This is an optimization exercise on Yosys and OpenROAD, whose aim is small area, not a production implementation.
In this exercise RTL edits were held to simulation tests only and were not proved equivalent to the original.
The flow treats the clock pin as an ideal source, which a real chip does not have.
Power is estimated from default activity; no workload was simulated.

$ cat design/flow/design.v
module BASYS3(CLK,rst,OCP,IPS,IR,COLOR,SQUARE, RESET, ENCOL,ENPWM, CTRLF, CTRLR, CLICK_LEFT, CLICK_RIGHT,
    RED,GRN,BLU,S0,S1,S2,S3, LED, PWMA,PWMB,PWMSERVO, DIR1,DIR2,DIR3,DIR4, RELAY, ENABLE,seg,
    REG_LEDS);
input CLK, rst, OCP, IPS, IR, COLOR,SQUARE, RESET, ENCOL, ENPWM, CTRLF, CTRLR, CLICK_LEFT, CLICK_RIGHT;
output RED,GRN,BLU,S0,S1,S2,S3, PWMA,PWMB,PWMSERVO, RELAY, DIR1,DIR2,DIR3,DIR4;
output [3:0] ENABLE;
output [6:0] seg;
output [6:0] LED;
output [8:0] REG_LEDS;
wire OCSIG = ~OCP;
wire IPSSIG = ~IPS;
reg FOUND, FINISH;
reg [7:0] tb_r;
reg [3:0] tb_h;
reg [6:0] tb_s;
wire tb_rw = (tb_r == 8'd249);
always @(posedge CLK) begin
    if (rst) begin
        tb_r <= 0; tb_h <= 0; tb_s <= 0;
    end else begin
        tb_r <= tb_rw ? 8'd0 : tb_r + 8'd1;
        if (tb_rw) begin
            tb_h <= tb_h + 4'd1;
            tb_s <= (tb_s == 7'd124) ? 7'd0 : tb_s + 7'd1;
        end
    end
end
wire [4:0] tb_m32 = tb_r[4:0] - {tb_h, 1'b0} - {tb_h[2:0], 2'b00};
wire TICK = (tb_m32 == 5'd16);
reg PWM;
always @(posedge CLK) begin
    if (rst | FOUND | FINISH)
        PWM <= 0;
    else
        PWM <= ~tb_h[3] | (tb_h == 4'd8 && tb_r == 8'd0);
end
wire pwm_out = PWM & (ENPWM | CTRLF | CTRLR) & ~OCSIG;
assign PWMA = pwm_out;
assign PWMB = pwm_out;
reg [15:0] oc_d;
reg RELAY;
wire oc_above = (OCSIG & (oc_d == 16'd18310)) | ((oc_d >= 16'd18311) & ~(OCSIG & (&oc_d)));
wire oc_c1 = (oc_d[0] & OCSIG) | (oc_d[0] & oc_above) | (OCSIG & oc_above);
wire [14:0] oc_up = oc_d[15:1] + {14'd0, oc_c1};
always @(posedge CLK) begin
    if (rst) begin
        oc_d <= 0; RELAY <= 0;
    end else begin
        oc_d <= {oc_up, oc_d[0] ^ OCSIG ^ oc_above};
        RELAY <= oc_above;
    end
end
reg [11:0] c_del;     
reg [2:0] c_prev;     
reg c_en;             
wire [2:0] c_out = ~c_en ? 3'd0 : (c_del == 12'd0) ? c_prev + 3'd1 : c_prev;
wire c_wrap = (c_del == 12'h3d0);    
always @(posedge CLK) begin
    if (rst | ~ENCOL)
        c_del <= 0;
    else
        c_del <= c_wrap ? 12'd0 : {c_del[10:0], ~(c_del[11] ^ c_del[5] ^ c_del[3] ^ c_del[0])};
end
always @(posedge CLK) begin
    if (rst) begin
        c_prev <= 0; c_en <= 0;
    end else begin
        c_prev <= c_out; c_en <= ENCOL;
    end
end
wire ph1 = (c_prev == 3'd1), ph3 = (c_prev == 3'd3), ph5 = (c_prev == 3'd5);
assign RED = ph1;
assign GRN = ph3;
assign BLU = ph5;
assign S0 = ph1 | ph3 | ph5;
assign S1 = 1'b0;
reg S2, S3;
always @(posedge CLK) begin
    if (rst) begin
        S2 <= 0; S3 <= 0;
    end else if (c_out == 3'd1) begin
        S2 <= 0; S3 <= 0;
    end else if (c_out == 3'd3) begin
        S2 <= 1; S3 <= 1;
    end else if (c_out == 3'd5) begin
        S2 <= 0; S3 <= 1;
    end
end
reg R_dig, G_dig, B_dig;
always @(posedge CLK) begin
    if (rst | (c_out == 3'd0)) begin
        R_dig <= 0; G_dig <= 0; B_dig <= 0;
    end else begin
        if (c_out == 3'd1 && COLOR) R_dig <= 1;
        if (c_out == 3'd3 && COLOR) G_dig <= 1;
        if (c_out == 3'd5 && COLOR) B_dig <= 1;
    end
end
reg old_sig;
reg [10:0] cnt_r, cnt_g, cnt_b;
wire edge_sq = SQUARE ^ old_sig;
always @(posedge CLK) old_sig <= SQUARE;
always @(posedge CLK) begin
    if (rst | (c_out == 3'd0)) begin
        cnt_r <= 0; cnt_g <= 0; cnt_b <= 0;
    end else if (edge_sq) begin
        if (c_out == 3'd1) cnt_r <= cnt_r + 11'd1;
        if (c_out == 3'd3) cnt_g <= cnt_g + 11'd1;
        if (c_out == 3'd5) cnt_b <= cnt_b + 11'd1;
    end
end
wire dec_r = (cnt_r > cnt_g) && (cnt_r > cnt_b) && (cnt_r > 11'd1000) && (cnt_g < 11'd800);
wire dec_b = (cnt_b > cnt_g) && (cnt_b > 11'd650);
wire dec_g = (cnt_g > 11'd500) && (cnt_g > cnt_b) && (cnt_r < 11'd1000);
wire ph7 = (c_prev == 3'd7);
wire REDin = ph7 & dec_r & R_dig;
wire BLUin = ph7 & ~dec_r & dec_b & B_dig;
wire GRNin = ph7 & ~dec_r & ~dec_b & dec_g & G_dig;
reg [1:0] FF2, FF3, FF4;
reg [15:0] WAIT;
always @(posedge CLK) begin
    if (rst | ~FOUND) WAIT <= 0;
    else WAIT <= {WAIT[14:0], ~(WAIT[15] ^ WAIT[14] ^ WAIT[12] ^ WAIT[3])};
end
reg [1:0] f1, f2, f3, f4;
reg fo, fi, early;
always @(*) begin
    f1 = {GRNin | BLUin, REDin | BLUin};
    f2 = FF2; f3 = FF3; f4 = FF4; fo = FOUND; fi = FINISH;
    early = (FF4 == 2'd0) & ~FINISH;
    if (RESET) begin
        f1 = 0; f2 = 0; f3 = 0; f4 = 0; fo = 0; fi = 0; early = 1;
    end
    if (early) begin
        if (f1 != f2 && f1 != f3 && f1 != 2'd0) begin
            f4 = f3; f3 = f2; f2 = f1;
        end
    end else begin
        if (f1 == f4 && f1 != 0) begin
            fo = 1;
            if (f2 == 2'd0 && f3 == 2'd0) fi = 1;
            f4 = f3; f3 = f2; f2 = 0;
        end
        if (FOUND ? (WAIT == 16'hf75f) : WAIT[1])
            fo = 0;
    end
end
always @(posedge CLK) begin
    if (rst) begin
        FF2 <= 0; FF3 <= 0; FF4 <= 0; FOUND <= 0; FINISH <= 0;
    end else begin
        FF2 <= f2; FF3 <= f3; FF4 <= f4; FOUND <= fo; FINISH <= fi;
    end
end
function [2:0] onehot;
    input [1:0] c;
    onehot = {c == 2'd1, c == 2'd2, c == 2'd3};
endfunction
assign REG_LEDS = {onehot(FF2), onehot(FF3), onehot(FF4)};
assign LED = {FOUND, FINISH, SQUARE, IR, IPSSIG, OCSIG, COLOR};
reg PWMSERVO;
wire sv_r = FOUND & REDin, sv_g = FOUND & GRNin, sv_b = FOUND & BLUin;
always @(posedge CLK) begin
    if (rst)
        PWMSERVO <= 0;
    else
        PWMSERVO <= (sv_r && (tb_s < 7'd15 || (tb_s == 7'd15 && tb_r < 8'd155)))
                  | (sv_g && (tb_s < 7'd5  || (tb_s == 7'd5  && tb_r < 8'd233)))
                  | (sv_b && (tb_s < 7'd2  || (tb_s == 7'd2  && tb_r < 8'd202)));
end
localparam M_OFF = 3'd0, M_DEF = 3'd1, M_RED = 3'd2, M_GRN = 3'd3, M_BLU = 3'd4, M_HERE = 3'd5;
reg [2:0] mode;
reg [7:0] dg;
always @(posedge CLK) begin
    if (rst) begin
        mode <= M_OFF; dg <= 8'd195;
    end else if (TICK) begin
        dg <= (dg == 8'd195) ? 8'd0 : dg + 8'd1;
        if (FOUND)
            mode <= (REDin | GRNin | BLUin) ? M_HERE : M_DEF;
        else
            mode <= REDin ? M_RED : GRNin ? M_GRN : BLUin ? M_BLU : M_DEF;
    end
end
localparam dash = 7'b0111111;
localparam H=  7'b0001001;
localparam R = 7'b1001110;
localparam E = 7'b0000110;
localparam D = 7'b0100001;
localparam B = 7'b0000011;
localparam L = 7'b1000111;
localparam U = 7'b1000001;
localparam G = 7'b0010000;
localparam N = 7'b1001000;
wire [1:0] quad = (dg <= 8'd49) ? 2'd0 : (dg <= 8'd98) ? 2'd1 : (dg <= 8'd147) ? 2'd2 : 2'd3;
reg [3:0] ENABLE;
reg [6:0] seg;
always @(*) begin
    case (quad)
        2'd0: ENABLE = 4'b0111;
        2'd1: ENABLE = 4'b1011;
        2'd2: ENABLE = 4'b1101;
        default: ENABLE = 4'b1110;
    endcase
    seg = dash;
    case (mode)
        M_OFF: ENABLE = 4'b1111;
        M_RED: case (quad) 2'd0: seg = R; 2'd1: seg = E; 2'd2: seg = D; default: seg = dash; endcase
        M_GRN: case (quad) 2'd0: seg = G; 2'd1: seg = R; 2'd2: seg = N; default: seg = dash; endcase
        M_BLU: case (quad) 2'd0: seg = B; 2'd1: seg = L; 2'd2: seg = U; default: seg = E; endcase
        M_HERE: case (quad) 2'd0: seg = H; 2'd1: seg = E; 2'd2: seg = R; default: seg = E; endcase
        default: ENABLE = 4'b0000;
    endcase
end
reg STARTA, STARTB;
reg [15:0] DDEL;
reg sa, sb;
reg [15:0] dd;
always @(*) begin
    sa = STARTA | IPSSIG | ~CLICK_LEFT;
    sb = STARTB | IR | ~CLICK_RIGHT;
    dd = DDEL + {15'd0, sa | sb};
    if (dd >= 16'd61035) begin
        dd = 0; sa = 0; sb = 0;
    end
end
always @(posedge CLK) begin
    if (rst) begin
        DDEL <= 0; STARTA <= 0; STARTB <= 0;
    end else begin
        DDEL <= dd; STARTA <= sa; STARTB <= sb;
    end
end
reg d1r, d4r;
always @(posedge CLK) begin
    if (rst)
        {d1r, d4r} <= 2'b11;
    else case ({STARTA, STARTB, CTRLF, CTRLR})
        4'b1000: {d1r, d4r} <= (DDEL <= 16'd24414) ? 2'b00 : (DDEL <= 16'd51880) ? 2'b10 : 2'b11;
        4'b1100: {d1r, d4r} <= (DDEL <= 16'd24414) ? 2'b00 : (DDEL <= 16'd51880) ? 2'b01 : 2'b11;
        4'b1001: {d1r, d4r} <= 2'b00;
        4'b0001: {d1r, d4r} <= 2'b00;
        4'b0100: {d1r, d4r} <= (DDEL <= 16'd18311) ? 2'b00 : (DDEL <= 16'd54932) ? 2'b01 : 2'b11;
        default: {d1r, d4r} <= 2'b11;
    endcase
end
assign DIR1 = d1r;
assign DIR2 = ~d1r;
assign DIR3 = ~d4r;
assign DIR4 = d4r;
endmodule
$ cat design/flow/config.mk
export PLATFORM = sky130hd
export DESIGN_NAME = BASYS3
export DESIGN_NICKNAME = BASYS3
export VERILOG_FILES = /design/flow/design.v
export SDC_FILE = /design/flow/constraint.sdc
export NUM_CORES = 4
export LEC_CHECK = 0
export CAP_MARGIN = 20
export CORE_MARGIN = 2
export CORE_UTILIZATION = 40
export SLEW_MARGIN = 20
$ cat design/flow/flow/run.sh
#!/bin/bash
# The standard ORFS layout with area-saving changes:
#  - synthesis mapped for area (flow/synth_area.tcl, flow/area.abc),
#  - minimum-size port buffers,
#  - CTS with clkbuf_4/clkbuf_8 buffers and no dummy loads.
# Each step's full output goes to its own log file here and under orfs/logs.
set -euo pipefail
cd "$(dirname "$0")/.."
W=$PWD
export AREA_ABC_SCRIPT=$W/flow/area.abc
bash standard.sh synth SYNTH_SCRIPT=$W/flow/synth_area.tcl > $W/flow_synth.log 2>&1
bash standard.sh finish \
  BUFFER_PORTS_ARGS="-buffer_cell sky130_fd_sc_hd__buf_1" \
  CTS_ARGS="-sink_clustering_enable -repair_clock_nets -dont_use_dummy_load -buf_list {sky130_fd_sc_hd__clkbuf_4 sky130_fd_sc_hd__clkbuf_8} -sink_clustering_size 20"
$ cat design/flow/flow/synth_area.tcl
# The standard synthesis (synth_recipe.tcl), mapped for area: full adders are
# not extracted into ha/fa cells and ABC maps with flow/area.abc instead of the
# delay-driven speed script. Registers are mapped exactly as in the standard run.
proc synth {args} { yosys synth -nofsm -noshare {*}$args }
proc extract_fa {args} { puts "extract_fa skipped" }
proc abc {args} {
  set keep {}
  set skip 0
  foreach a $args {
    if {$skip} { set skip 0; continue }
    if {$a eq "-script" || $a eq "-constr" || $a eq "-D"} { set skip 1; continue }
    lappend keep $a
  }
  yosys abc -script $::env(AREA_ABC_SCRIPT) {*}$keep
}
source $::env(SCRIPTS_DIR)/synth.tcl
# left out here: clear keep_hierarchy, flatten, clean up, hide names made inside functions, write 1_2_yosys.v
$ cat design/flow/flow/area.abc
strash; &get -n; &fraig -x; &put; scorr; dc2; strash; &get -n; &deepsyn -T 20; &synch2; &nf -R 1000; &put; strash; &get -n; &dch -f; &nf -R 1000; &put; strash; &get -n; &dch -f; &nf -R 1000; &put; strash; &get -n; &dch -f; &nf -R 1000; &put; strash; &get -n; &dch -f; &nf -R 1000; &put;
$ cat design/flow/standard.sh
#!/bin/bash
# synth_recipe.tcl (not shown) runs the flow's synth.tcl, then flattens the netlist and writes it again
# the make line also repeats each setting of config.mk as NAME=value (left out here)
make -C /OpenROAD-flow-scripts/flow DESIGN_CONFIG=/design/flow/config.mk WORK_HOME=/design/flow/orfs CLKGATE_MAP_FILE= SYNTH_SCRIPT=/design/flow/synth_recipe.tcl "${@:-finish}"
$ cat design/flow/constraint.sdc
create_clock -name core_clock -period 10.0 [get_ports {CLK}]
set_input_delay 2.0000 -clock core_clock [delete_from_list [all_inputs] [get_ports {CLK}]]
set_output_delay 2.0000 -clock core_clock [all_outputs]
set_load 0.01 [all_outputs]
==> reports/qor.yml, run 1 <==
fin_ws_ns: 5.210
h-tree-depth: 4
peakVddDrop_uv: 89.90
ctsHoldBuffers: 0
fin_tns_setup_ns: 0
final_antenna_net_count: 0
setup_violations: 0
ios: 56
fmax_ghz: 0.2088
via_per_inst: 5.200
grt_max_degree: 38
grt_usage: 0.1617
cts_made_buffers: 17
p_total_uw: 972.3
io_buffers: 54
path_delay_family: "simple AND/OR/NAND/NOR gates"
final_cell_count_no_fill: 1044
num_rows: 46
start_util: 0.4057
startpoint_type: "input pin"
wire_per_inst_um: 12.38
cts_tree: "yes"
globalplace.congestion: 0.8187
coreArea_sq_um: 15770
cts_setup_buffers: 0
async_flop_share: 0
worst_skew_pair.late_latency_ns: 0.44
area_delta_synth_final_pct: 10.56
yosys_warnings: 1
cts_root_buf: "clkbuf_8"
cts_resized: 0
critPathMostFrequentCell: "and3_1"
drv_slew: 0
crit_fanout: 6
synthTopCellsByCount: "dfxtp_1, nor2_1, a21oi_1, nor3_1, and2_0"
nNetsFinal: 844
rsz0062_at_grt: "no"
drt_wl_total_um: 12930
first_global_vias: 4955
fin_crit_sh: 0.4790
crit_arrival_ns: 5.17
finish.utilization: 0.4485
dieArea_sq_um: 17020
slowest_delay_ns: 0.39
worstHoldPathType: "reg2reg"
fin_crit_ns: 4.790
worst-path-buf-inv: 2
cp_slowest_cell: "or4_1"
drv_cap: 0
syn-mean-instance-area_sq_um: 8.396
cellPowerDensity_nw_per_um2: 137.5
cp.required_ns: 10.38
relSlewSlack: 0.3728
die_h_um: 130.5
clk_pin_slew_ns: 0.07
path_class: "in2reg"
path_cells: "buf_1 > clkinv_1 > o211ai_1 > a21oi_1 > or4_1 > a21oi_1 > nand2b_1 > o21ai_0 > and3_1 > and3_1 > and3_1 > nor2b_1 > and2_0 > and3_1 > a31oi_1 > and3_1"
drt_pass1_iterations: 4
antenna-diode-count: 0
leakage_nw: 2.474
syn_inst: 762
power_switching_uw: 215.0
synthesis.nets: 776
switching_share: 0.2212
ys_ff_latch: 148
grt_overflow: 0
final_hold_viol_count: 0
seqPwrFrac: 0.619
synth-edff-count: 0
p_int_uw: 757.3
synth_area_leaders: "dfxtp_1, a21oi_1, nor3_1"
clk_path_buf_depth: 2
cp-end-kind: "flip-flop"
drt_iter0_drc: 304
synthFlopType: "dfxtp_1"
worst_slew_pin_slew_ns: 0.9321
clkPwrFrac: 0.346
synth.largest_area_cell: "dfxtp_1"
yosys.area.top_type_share: 0.4631
vias: 5429
outcome: "timing/DRC/antenna clean"
synth_cell_types: 52
drive_gt1_frac: 0.02778
dp_hpwl_um: 9040
netlist_area_sq_um: 6397
dp_slack_ns: 4.756
grt_pass1_wl_um: 22570
clock_skew_ns: 0.02070
drc: 0
comb_power_share: 0.035
yosysMostFrequentCell: "dfxtp_1"
dieWidth_um: 130.5
yosysSeqAreaShare: 0.4631
antenna_found_initial: 0
dp.cells: 1027
clock_sinks: 148
==> area by class of cell <==
cell class / count / area, sq um
Fill cell: 1581 / 8697
Clock buffer: 17 / 234.0
Tap cell: 216 / 270.3
Multi-Input combinational cell: 577 / 3267
Inverter: 28 / 105.1
Timing Repair Buffer: 58 / 234.0
Sequential cell: 148 / 2963
==> final timing paths <==
check	slack [ns]	start	cells past startpoint	endpoint
worst min-delay path	0.43	WAIT[1]	1	FOUND
worst max register to register	5.40	cnt_b[0]	20	FF3[0]
worst max-delay path	5.21	OCP	16	oc_d[0]
worst min register to register	0.43	WAIT[1]	1	FOUND
==> metal layers <==
layer	routed length [um]	GRT usage
met2	5764	0.2572
met1	6638	0.2140
met5	0	0
met4	185	0.05695
met3	340	0.04235
==> power by group through the flow <==
| stage | clock [mW] | sequential (mW) | combinational [mW] |
|---|---|---|---|
| final | 0.337 | 0.602 | 0.0342 |
| after global routing | 0.374 | 0.602 | 0.0395 |
| after CTS | 0.351 | 0.601 | 0.0347 |
| after detailed placement | 0 | 0.615 | 0.0346 |
| after global placement | 0 | 0.615 | 0.0345 |
| after floorplan | 0 | 0.614 | 0.0231 |
==> metrics by stage <==
| step | area, sq um | hold slack [ns] |
|---|---|---|
| after global routing | 7073 | 0.4548 |
| final | 7073 | 0.4282 |
| after global placement | 6839 | 0.4246 |
| after floorplan | 6397 | 0.4069 |
| after detailed placement | 6839 | 0.4253 |
| after CTS | 7073 | 0.4310 |
==> layout by cell type (no fill, tap or decap), drive strengths merged, types with 28 or more instances in the layout <==
cell / instances
a21oi: 70
and2: 48
and3: 37
buf: 57
clkinv: 28
dfxtp: 148
nand2: 40
nor2: 93
nor3: 70
o21ai: 35
==> worst register-to-register path: cells and delay by family (launching register included) <==
kind                       cells  cell delay [ns]
AOI/OAI and AO/OA             10             1.63
and+or+nand+nor                5             1.41
adders and majority gates      2             0.73
DFF                            1             0.42
buffers and inverters          2             0.29
xor gates and xnor gates       1             0.08
==> flip-flops by register name, indices dropped and copies added (netlist names), 11 cells and up <==
name and flops:
cnt_b 11, cnt_g 11, WAIT 16, c_del 12, cnt_r 11, DDEL 16, oc_d 16
==> kinds of logic after synthesis <==
kind of cell,Yosys count,synth area share
adders and majority gates,2,0.003129
and+or+nand+nor,353,0.2803
xor gates and xnor gates,23,0.03149
AOI/OAI and AO/OA,198,0.1944
DFF,148,0.4631
other,1,0.0005862
buffers and inverters,37,0.02699
==> run 2, diff against run 1 <==
--- a/design/flow/design.v
+++ b/design/flow/design.v
@@ -52,7 +52,7 @@
 end
-reg [11:0] c_del;     
+reg [10:0] c_del;     
 reg [2:0] c_prev;     
 reg c_en;             
-wire [2:0] c_out = ~c_en ? 3'd0 : (c_del == 12'd0) ? c_prev + 3'd1 : c_prev;
-wire c_wrap = (c_del == 12'h3d0);    
+wire [2:0] c_out = ~c_en ? 3'd0 : (c_del == 11'd0) ? c_prev + 3'd1 : c_prev;
+wire c_wrap = (c_del == 11'h213);    
 always @(posedge CLK) begin
@@ -61,3 +61,3 @@
     else
-        c_del <= c_wrap ? 12'd0 : {c_del[10:0], ~(c_del[11] ^ c_del[5] ^ c_del[3] ^ c_del[0])};
+        c_del <= c_wrap ? 11'd0 : {c_del[9:0], ~(c_del[10] ^ c_del[8])};
 end
==> design/flow/flow/area.abc (replaced) <==
strash; &get -n; &fraig -x; &put; scorr; dc2; strash; &get -n; &deepsyn -J 100 -T 600; &synch2; &nf -R 1000; &put; strash; &get -n; &dch -f; &nf -R 1000; &put; strash; &get -n; &dch -f; &nf -R 1000; &put; strash; &get -n; &dch -f; &nf -R 1000; &put; strash; &get -n; &dch -f; &nf -R 1000; &put;
==> reports/qor.yml, run 2 <==
fin_crit_sh: 0.5436
cellPowerDensity_nw_per_um2: 138.0
synthTopCellsByCount: "dfxtp_1, nor2_1, a21oi_1"
syn_inst: 747
ys_ff_latch: 147
nNetsFinal: 829
wl_met1_um: 6769
via_per_inst: 5.312
grt_pass1_wl_um: 22730
first_global_vias: 5015
cts_made_buffers: 17
synth_area_leaders: "dfxtp_1, nor2_1, a21oi_1"
crit_arrival_ns: 5.73
yosysSeqAreaShare: 0.4669
netlist_area_sq_um: 6304
io_buffers: 54
final-seq-area_sq_um: 2943
worst_slew_pin_slew_ns: 0.8396
topRoutingLayerUsed: "met4"
fin_crit_ns: 5.436
synthFlopType: "dfxtp_1"
holdWs_ns: 0.4491
wl_met3_um: 501
path_class: "in2reg"
peakVddDrop_uv: 106.7
cts_setup_buffers: 0
reg2reg_from: "oc_d[5]"
synth_cell_types: 49
yosys.area.top_type_share: 0.4669
drt_wl_total_um: 13420
finish.utilization: 0.4553
coreArea_sq_um: 15310
start_util: 0.4116
cts_tree: "yes"
vias: 5439
grt_usage: 0.1677
mostFrequentLayoutCells: "dfxtp_1, nor2_1, a21oi_1"
async_flop_share: 0
crit_fanout: 6
synth.largest_area_cell: "dfxtp_1"
synth-edff-count: 0
nFillCells: 1546
final_common_cell: "dfxtp_1"
p_total_uw: 962.3
area_delta_synth_final_pct: 10.62
leakage_nw: 2.452
yosys_warnings: 1
regToRegEndpoint: "oc_d[0]"
antenna_found_initial: 0
ctsHoldBuffers: 0
drt_iter0_drc: 308
dieWidth_um: 129.5
drc: 0
drv_cap: 0
largestRegisters: "DDEL x16, WAIT x16, oc_d x16"
hold_start: "WAIT[1]"
outcome: "timing/DRC/antenna clean"
drive_gt1_frac: 0.02829
worst_skew_pair.late_latency_ns: 0.43
ff2ff_path_depth: 17
relSlewSlack: 0.4391
stdcell_area_sq_um: 6973
h-tree-depth: 4
clock_skew_ns: 0.01757
antenna-diode-count: 0
die_h_um: 129.5
final_antenna_net_count: 0
whs_path_depth: 1
grt_max_degree: 54
rsz0062_at_grt: "no"
r2r_slack_ns: 5.92
multiInputGateArea_sq_um: 3197
cp.required_ns: 10.29
globalplace.congestion: 0.8257
worstHoldPathType: "reg2reg"
dieArea_sq_um: 16780
drt_pass1_iterations: 5
clk_path_buf_depth: 2
startpoint_type: "input pin"
cts_root_buf: "clkbuf_8"
ios: 56
fin_tns_setup_ns: 0
syn-mean-instance-area_sq_um: 8.438
fmax_ghz: 0.1840
synthesis.nets: 761
drv_slew: 0
setup_violations: 0
final_hold_viol_count: 0
grt_overflow: 0
wire_per_inst_um: 13.10
dr_wl_met2_um: 5888
cts_resized: 0
clock_sinks: 147
num_rows: 45
cp-end-kind: "flip-flop"
dp_hpwl_um: 9611
clk_pin_slew_ns: 0.08
postPlaceCellArea_sq_um: 6739
hold-path-endpoint: "FOUND"
yosysMostFrequentCell: "dfxtp_1"
==> run 2: kinds of logic after synthesis <==
logic type / Yosys count / synth area share
simple gates: 341 / 0.2745
compound gates: 198 / 0.1977
flops: 147 / 0.4669
buf+inv: 36 / 0.02680
xor+xnor: 23 / 0.03196
mux: 1 / 0.001588
other cells: 1 / 0.0005949
==> run 2: worst max-delay path, cell delays in order <==
cell and delay, ns:
buf_1 0.12, clkinv_1 0.13, o211ai_1 0.19, a21oi_1 0.08
or4_1 0.40, a21oi_1 0.28, xnor2_1 0.18, and2_0 0.21
o21a_1 0.18, and3_1 0.24, and3_1 0.21, and2_0 0.26
nor2b_1 0.32, and3_1 0.24, and2_0 0.25, and3_1 0.23
nor2_1 0.05, nor2_1 0.09, nor3_1 0.05
==> run 2: worst max path at each step <==
stage               startpoint  endpoint  cells after the start
global route               OCP   oc_d[0]                     19
finish                     OCP   oc_d[0]                     19
detailed placement         OCP   oc_d[0]                     19
global placement           OCP   oc_d[0]                     19
CTS                        OCP   oc_d[0]                     19
floorplan                  OCP   oc_d[0]                     18
==> run 2: through the flow <==
step | setup WS, ns | cells
2_1_floorplan | 4.727 | 747
3_5_place_dp | 4.130 | 1007
4_1_cts | 4.584 | 1024
6_report | 4.564 | 1024
5_1_grt | 4.176 | 1024
3_3_place_gp | 4.268 | 1007
==> run 2: layer usage <==
metal	vias up	global-route usage
met2	90	0.2598
met5	-	0
met1	2498	0.2187
li1	2832	-
met3	19	0.05533
met4	0	0.06199
==> run 2: layout make-up <==
| cell class | count | share of cell area |
|---|---|---|
| repair buffers | 58 | 0.03355 |
| well taps | 211 | 0.03786 |
| inverters | 27 | 0.01453 |
| clock buffers | 17 | 0.03355 |
| multi-input cells | 564 | 0.4585 |
| flip-flops and latches | 147 | 0.4220 |
==> run 2: report_power, final <==
part	total (mW)	internal, mW	switching, mW
logic	0.0331	0.0119	0.0213
clock network	0.332	0.150	0.182
registers	0.597	0.591	0.00631
==> run 3, diff against run 2 <==
--- a/design/flow/flow/run.sh
+++ b/design/flow/flow/run.sh
@@ -4,3 +4,3 @@
 #  - minimum-size port buffers,
-#  - CTS with clkbuf_4/clkbuf_8 buffers and no dummy loads.
+#  - CTS with clkbuf_4 buffers in small clusters and no dummy loads.
 # Each step's full output goes to its own log file here and under orfs/logs.
@@ -13,2 +13,2 @@
   BUFFER_PORTS_ARGS="-buffer_cell sky130_fd_sc_hd__buf_1" \
-  CTS_ARGS="-sink_clustering_enable -repair_clock_nets -dont_use_dummy_load -buf_list {sky130_fd_sc_hd__clkbuf_4 sky130_fd_sc_hd__clkbuf_8} -sink_clustering_size 20"
+  CTS_ARGS="-sink_clustering_enable -repair_clock_nets -dont_use_dummy_load -buf_list sky130_fd_sc_hd__clkbuf_4 -sink_clustering_size 8 -sink_clustering_max_diameter 25"
==> reports/qor.yml, run 3 <==
path_delay_family: "simple AND/OR/NAND/NOR gates"
grt_usage: 0.1674
nNetsFinal: 829
drt_pass1_iterations: 5
critPathMostFrequentCell: "and3_1"
grt_pass1_wl_um: 22760
final_common_cell: "dfxtp_1"
synth_area_leaders: "dfxtp_1, nor2_1, a21oi_1"
first_global_vias: 5020
cp-end-kind: "flip-flop"
cellPowerDensity_nw_per_um2: 128.2
via_per_inst: 5.323
path_cells: "buf_1 > clkinv_1 > o211ai_1 > a21oi_1 > or4_1 > a21oi_1 > xnor2_1 > and2_0 > o21a_1 > and3_1 > and3_1 > and2_0 > nor2b_1 > and3_1 > and2_0 > and3_1 > nor2_1 > nor2_1 > nor3_1"
drt_wl_total_um: 13370
netlist_area_sq_um: 6304
yosys_warnings: 1
drive_gt1_frac: 0.02829
drc: 0
clk_path_buf_depth: 2
fin_crit_sh: 0.5348
globalplace.congestion: 0.8257
coreArea_sq_um: 15310
async_flop_share: 0
mostFrequentLayoutCells: "dfxtp_1, nor2_1, a21oi_1"
cts_tree: "yes"
drv_cap: 0
final_antenna_net_count: 0
fin_crit_ns: 5.348
fmax_ghz: 0.1870
worst-path-buf-inv: 2
slowest_delay_ns: 0.40
clock_sinks: 147
cts_made_buffers: 17
rsz0062_at_grt: "no"
ys_ff_latch: 147
die_h_um: 129.5
worst_skew_pair.late_latency_ns: 0.51
fin_tns_setup_ns: 0
io_buffers: 54
dieArea_sq_um: 16780
area_delta_synth_final_pct: 8.932
syn-mean-instance-area_sq_um: 8.438
h-tree-depth: 4
antenna-diode-count: 0
num_rows: 45
syn_inst: 747
yosysMostFrequentCell: "dfxtp_1"
cts_setup_buffers: 0
yosysSeqAreaShare: 0.4669
grt_max_degree: 54
antenna_found_initial: 0
start_util: 0.4116
synth.largest_area_cell: "dfxtp_1"
cp_slowest_cell: "or4_1"
worstHoldPathType: "reg2reg"
wire_per_inst_um: 13.06
nFillCells: 1564
yosys.area.top_type_share: 0.4669
dp_hpwl_um: 9611
finish.utilization: 0.4484
cts_root_buf: "clkbuf_4"
synth_cell_types: 49
crit_arrival_ns: 5.72
crit_fanout: 6
clock_skew_ns: 0.02948
synth-edff-count: 0
wl_met1_um: 6649
synthFlopType: "dfxtp_1"
relSlewSlack: 0.4520
grt_overflow: 0
wl_met3_um: 586
ctsHoldBuffers: 0
drt_iter0_drc: 307
dr_wl_met2_um: 5908
vias: 5451
final_hold_viol_count: 0
cts_resized: 0
topRoutingLayerUsed: "met4"
setup_violations: 0
p_total_uw: 880.1
synthesis.nets: 761
dieWidth_um: 129.5
cp.required_ns: 10.37
startpoint_type: "input pin"
worst_slew_pin_slew_ns: 0.8203
leakage_nw: 2.408
clk_pin_slew_ns: 0.12
path_class: "in2reg"
peakVddDrop_uv: 84.51
holdWs_ns: 0.4482
synthTopCellsByCount: "dfxtp_1, nor2_1, a21oi_1"
outcome: "timing/DRC/antenna clean"
ios: 56
largestRegisters: "DDEL x16, WAIT x16, oc_d x16"
drv_slew: 0
[run 3: area by class of cell]
type | instances | area, sq um | area share
repair buffers | 58 | 234.0 | 0.03407
flip-flops and latches | 147 | 2943 | 0.4286
inverters | 27 | 101.3 | 0.01476
well taps | 211 | 264.0 | 0.03845
clock buffers | 17 | 127.6 | 0.01859
multi-input cells | 564 | 3197 | 0.4656
[run 3: where the power goes]
group	switching (mW)	internal, mW	total [mW]	leakage [nW]
logic	0.0213	0.0119	0.0332	1.14
registers	0.00634	0.591	0.597	1.19
clock network	0.172	0.0779	0.250	0.0782
[run 3: stage by stage]
step / instance area (sq um) / instances / setup WS [ns]
finish: 6867 / 1024 / 4.652
global route: 6867 / 1024 / 4.297
CTS: 6867 / 1024 / 4.684
detailed placement: 6739 / 1007 / 4.130
global placement: 6739 / 1007 / 4.268
floorplan: 6304 / 747 / 4.727
[run 3: logic make-up (layout without fill, tap and decap cells)]
family / Yosys count / after routing / synth area share
xor gates and xnor gates: 23 / 23 / 0.03196
buffers and inverters: 36 / 102 / 0.02680
other: 1 / 1 / 0.0005949
muxes: 1 / 1 / 0.001588
AOI/OAI and AO/OA: 198 / 198 / 0.1977
and+or+nand+nor: 341 / 341 / 0.2745
DFF: 147 / 147 / 0.4669
[run 3: routing by layer]
layer | track usage | up-vias
li1 | - | 2838
met1 | 0.2187 | 2498
met2 | 0.2588 | 101
met3 | 0.05409 | 14
met4 | 0.06388 | 0
met5 | 0 | -
[run 3: path summary, 6_finish.rpt]
kind | start | endpoint | cells after the start | slack, ns
worst max-delay path | OCP | oc_d[0] | 19 | 4.65
worst min-delay path | WAIT[11] | WAIT[12] | 1 | 0.45
worst max register to register | oc_d[5] | oc_d[0] | 17 | 5.92
worst min register to register | WAIT[11] | WAIT[12] | 1 | 0.45
==> run 4, diff against run 3 <==
==> design/flow/flow/run.sh (replaced) <==
#!/bin/bash
# The standard ORFS layout with area-saving changes:
#  - synthesis mapped for area (flow/synth_area.tcl, flow/area.abc),
#  - minimum-size port buffers,
#  - CTS with clkbuf_4 buffers and no dummy loads; leaf buffers with a slow
#    clock slew are then upsized to clkbuf_8 (flow/clk_fix.tcl).
# Each step's full output goes to its own log file here and under orfs/logs.
set -euo pipefail
cd "$(dirname "$0")/.."
W=$PWD
export AREA_ABC_SCRIPT=$W/flow/area.abc
export CLKFIX_RESULTS=$W/orfs/results/sky130hd/BASYS3/base
ARGS=(BUFFER_PORTS_ARGS="-buffer_cell sky130_fd_sc_hd__buf_1"
      CTS_ARGS="-sink_clustering_enable -repair_clock_nets -dont_use_dummy_load -buf_list sky130_fd_sc_hd__clkbuf_4 -sink_clustering_size 8 -sink_clustering_max_diameter 25")
bash standard.sh synth SYNTH_SCRIPT=$W/flow/synth_area.tcl > $W/flow_synth.log 2>&1
bash standard.sh cts "${ARGS[@]}" > $W/flow_cts.log 2>&1
openroad -no_init -exit $W/flow/clk_fix.tcl > $W/flow_clk_fix.log 2>&1
bash standard.sh finish "${ARGS[@]}" > $W/flow_finish.log 2>&1
==> design/flow/flow/area.abc (replaced) <==
strash; &get -n; &fraig -x; &put; scorr; dc2; strash; &get -n; &deepsyn -J 100 -T 600; &synch2; &nf -R 1000; &put; strash; &get -n; &dch -f; &nf -R 1000; &put; strash; &get -n; &dch -f; &nf -R 1000; &put; strash; &get -n; &dch -f; &nf -R 1000; &put; strash; &get -n; &dch -f; &nf -R 1000; &put; topo; mfs3 -ae; 
==> design/flow/flow/clk_fix.tcl (new file) <==
# After CTS: clock-tree leaf buffers whose flip-flop clock pins see a slow
# slew (placement estimate over 115 ps) are upsized from clkbuf_4 to clkbuf_8,
# then the placement is legalized again. Reads and rewrites 4_cts.odb.
set R $::env(CLKFIX_RESULTS)
set P $::env(FLOW_HOME)/platforms/sky130hd
read_db $R/4_cts.odb
read_liberty $P/lib/sky130_fd_sc_hd__tt_025C_1v80.lib
read_sdc $R/4_cts.sdc
source $P/setRC.tcl
set_propagated_clock [all_clocks]
estimate_parasitics -placement
set worst {}
foreach pin [all_registers -clock_pins] {
  set net [get_nets -of_objects $pin]
  set drvpin [get_pins -of_objects $net -filter "direction==output"]
  set d [get_full_name [get_cells -of_objects $drvpin]]
  set s [get_property $pin slew_max]
  if {![dict exists $worst $d] || [dict get $worst $d] < $s} { dict set worst $d $s }
}
set n 0
dict for {d s} $worst {
  set cell [get_cells $d]
  puts "leaf $d [get_property $cell ref_name] slew $s"
  if {$s > 0.115 && [get_property $cell ref_name] eq "sky130_fd_sc_hd__clkbuf_4"} {
    replace_cell $cell sky130_fd_sc_hd__clkbuf_8
    incr n
  }
}
puts "upsized $n clock buffers"
if {$n > 0} {
  detailed_placement
  check_placement -verbose
  estimate_parasitics -placement
  foreach pin [all_registers -clock_pins] {
    set s [get_property $pin slew_max]
    if {$s > 0.115} { puts "still slow: [get_full_name $pin] $s" }
  }
  write_db $R/4_cts.odb
}
==> reports/qor.yml, run 4 <==
outcome: "timing/DRC/antenna clean"
cts_setup_buffers: 0
yosys_warnings: 1
crit_fanout: 6
h-tree-depth: 4
final_antenna_net_count: 0
grt_pass1_wl_um: 22270
drc: 0
grt_overflow: 0
holdWs_ns: 0.4464
ios: 56
grt_max_degree: 54
drt_pass1_iterations: 4
ys_ff_latch: 147
cellPowerDensity_nw_per_um2: 129.3
grt_usage: 0.1635
synthesis.nets: 759
drt_wl_total_um: 13050
antenna_found_initial: 1
yosys.area.top_type_share: 0.4698
worst_skew_pair.late_latency_ns: 0.52
coreArea_sq_um: 15260
drt_iter0_drc: 375
final_hold_viol_count: 0
setup_violations: 0
worst_slew_pin_slew_ns: 0.8154
drive_gt1_frac: 0.02836
fmax_ghz: 0.1848
dieArea_sq_um: 16680
relSlewSlack: 0.4553
globalplace.congestion: 0.8190
synth_area_leaders: "dfxtp_1, nor2_1, a21oi_1"
syn-mean-instance-area_sq_um: 8.407
fin_crit_sh: 0.5410
synth_top_family_by_area: "simple AND/OR/NAND/NOR gates"
worstHoldPathType: "reg2reg"
final_common_cell: "dfxtp_1"
fin_tns_setup_ns: 0
syn_inst: 745
cts_resized: 0
area_delta_synth_final_pct: 9.149
path_class: "in2reg"
finish.utilization: 0.4481
cp.required_ns: 10.38
via_per_inst: 5.350
async_flop_share: 0
leakage_nw: 2.412
yosysMostFrequentCell: "dfxtp_1"
drv_cap: 0
yosysSeqAreaShare: 0.4698
start_util: 0.4105
nFillCells: 1530
cts_root_buf: "clkbuf_4"
clk_path_buf_depth: 2
fin_crit_ns: 5.410
io_buffers: 54
clock_skew_ns: 0.02460
nNetsFinal: 827
synthXorXnorAreaFrac: 0.03216
largestRegisters: "DDEL x16, WAIT x16, oc_d x16"
synth_cell_types: 48
clk_pin_slew_ns: 0.10
die_h_um: 129.1
wire_per_inst_um: 12.75
mostFrequentLayoutCells: "dfxtp_1, nor2_1, a21oi_1"
rsz0062_at_grt: "no"
first_global_vias: 4887
stdcell_area_sq_um: 6837
crit_arrival_ns: 5.79
clock_sinks: 147
netlist_area_sq_um: 6264
synth_compound_area_frac: 0.1986
synthTopCellsByCount: "dfxtp_1, nor2_1, a21oi_1"
drv_slew: 0
cts_made_buffers: 17
synth-edff-count: 0
cp-end-kind: "flip-flop"
synthAdderAreaFrac: 0
num_rows: 45
synth_simple_gate_area_share: 0.2697
dieWidth_um: 129.1
dp_hpwl_um: 9288
peakVddDrop_uv: 115.1
cts_tree: "yes"
synthFlopType: "dfxtp_1"
startpoint_type: "input pin"
yosys-mux-area-fraction: 0.001598
synth.largest_area_cell: "dfxtp_1"
ctsHoldBuffers: 0
postPlaceCellArea_sq_um: 6700
vias: 5473
## run 4: changes by cell type after synthesis, moves of 2 or more
cell,before,now
nor2b_1,14,20
and2_0,44,39
o21ai_0,31,36
nor3b_1,6,3
a21oi_1,70,72
and3_1,32,34
nand2_1,37,35
nor4b_1,3,1
## run 4: cells by family after synthesis
family,after synthesis
simple gates,336
compound gates,200
flops,147
buf+inv,37
xor+xnor,23
mux,1
other cells,1
## run 4: worst max-delay path: stages
cell and delay, ns:
buf_1 0.12, clkinv_1 0.13, o211ai_1 0.22, a21oi_1 0.09, or4_1 0.40, a21oi_1 0.29
xnor2_1 0.17, and2_0 0.23, o21a_1 0.18, and3_1 0.25, and3_1 0.22, and2_0 0.26
nor2b_1 0.32, and3_1 0.24, and2_0 0.24, and3_1 0.24, nor2_1 0.05, nor2_1 0.10
nor3_1 0.06
## run 4: final timing paths
path                start  endpoint  slack, ns  cells past startpoint
setup / recovery      OCP   oc_d[0]       4.59                     19
hold reg to reg   WAIT[1]     FOUND       0.45                      1
hold / removal    WAIT[1]     FOUND       0.45                      1
setup reg to reg  oc_d[5]   oc_d[0]       5.90                     17
## run 4: cell type report
class                           instances  area [sq um]  area share
Antenna cell                            1         2.502   0.0003660
Clock buffer                           17         133.9     0.01958
Inverter                               28         105.1     0.01537
Multi-Input combinational cell        561          3154      0.4614
Sequential cell                       147          2943      0.4305
Tap cell                              211         264.0     0.03862
Timing Repair Buffer                   58         234.0     0.03422
## run 4: through the flow
stage / instances / total power, mW / worst slack [ns]
after detailed placement: 1005 / 0.6437 / 4.083
after global routing: 1023 / 0.9308 / 4.165
after CTS: 1022 / 0.8963 / 4.628
after floorplan: 745 / 0.6312 / 4.727
after global placement: 1005 / 0.6428 / 4.267
final: 1023 / 0.8839 / 4.590
## run 4: power by group
group | leakage, nW | switching (mW) | internal, mW
Clock | 0.0808 | 0.172 | 0.0820
Sequential | 1.19 | 0.00648 | 0.591
Combinational | 1.14 | 0.0214 | 0.0118
Total | 2.41 | 0.200 | 0.684
## run 4: routing by layer
layer | vias to the layer above | global-route usage | routed length (um) | part of all wire
li1 | 2826 | - | - | -
met1 | 2526 | 0.2222 | 6696 | 0.51
met2 | 108 | 0.2523 | 5656 | 0.43
met3 | 13 | 0.04913 | 555 | 0.043
met4 | 0 | 0.04668 | 138 | 0.011
met5 | - | 0 | 0 | 0

[what the ideal ports hide]
Ports are ideal in the flow. The routed layouts listed here were re-timed in OpenROAD. Step 1 assumes that a clkbuf_16 drives the clock port and a buf_2 every other input. Step 2 times the ports against the registers' clock, not the clock port: input delays grow and output delays shrink by t, the midpoint of the rising clock arrivals with the driver on. a / b / c = ideal ports / drivers / drivers and shift; a / b = the first two.
run | t, ns | setup slack, ns | worst data-port slew with drivers (ns)
run 1 | 0.465 | 5.210 / 5.224 / 4.759 | 0.03
run 2 | 0.458 | 4.564 / 4.572 / 4.114 | 0.03
run 3 | 0.534 | 4.652 / 4.659 / 4.125 | 0.03
run 4 | 0.542 | 4.590 / 4.602 / 4.061 | 0.03
After both steps setup and hold are still met in every run listed. The setup slack of run 4, which loses most, moves by +0.012 ns with the drivers and by -0.529 ns with both steps.
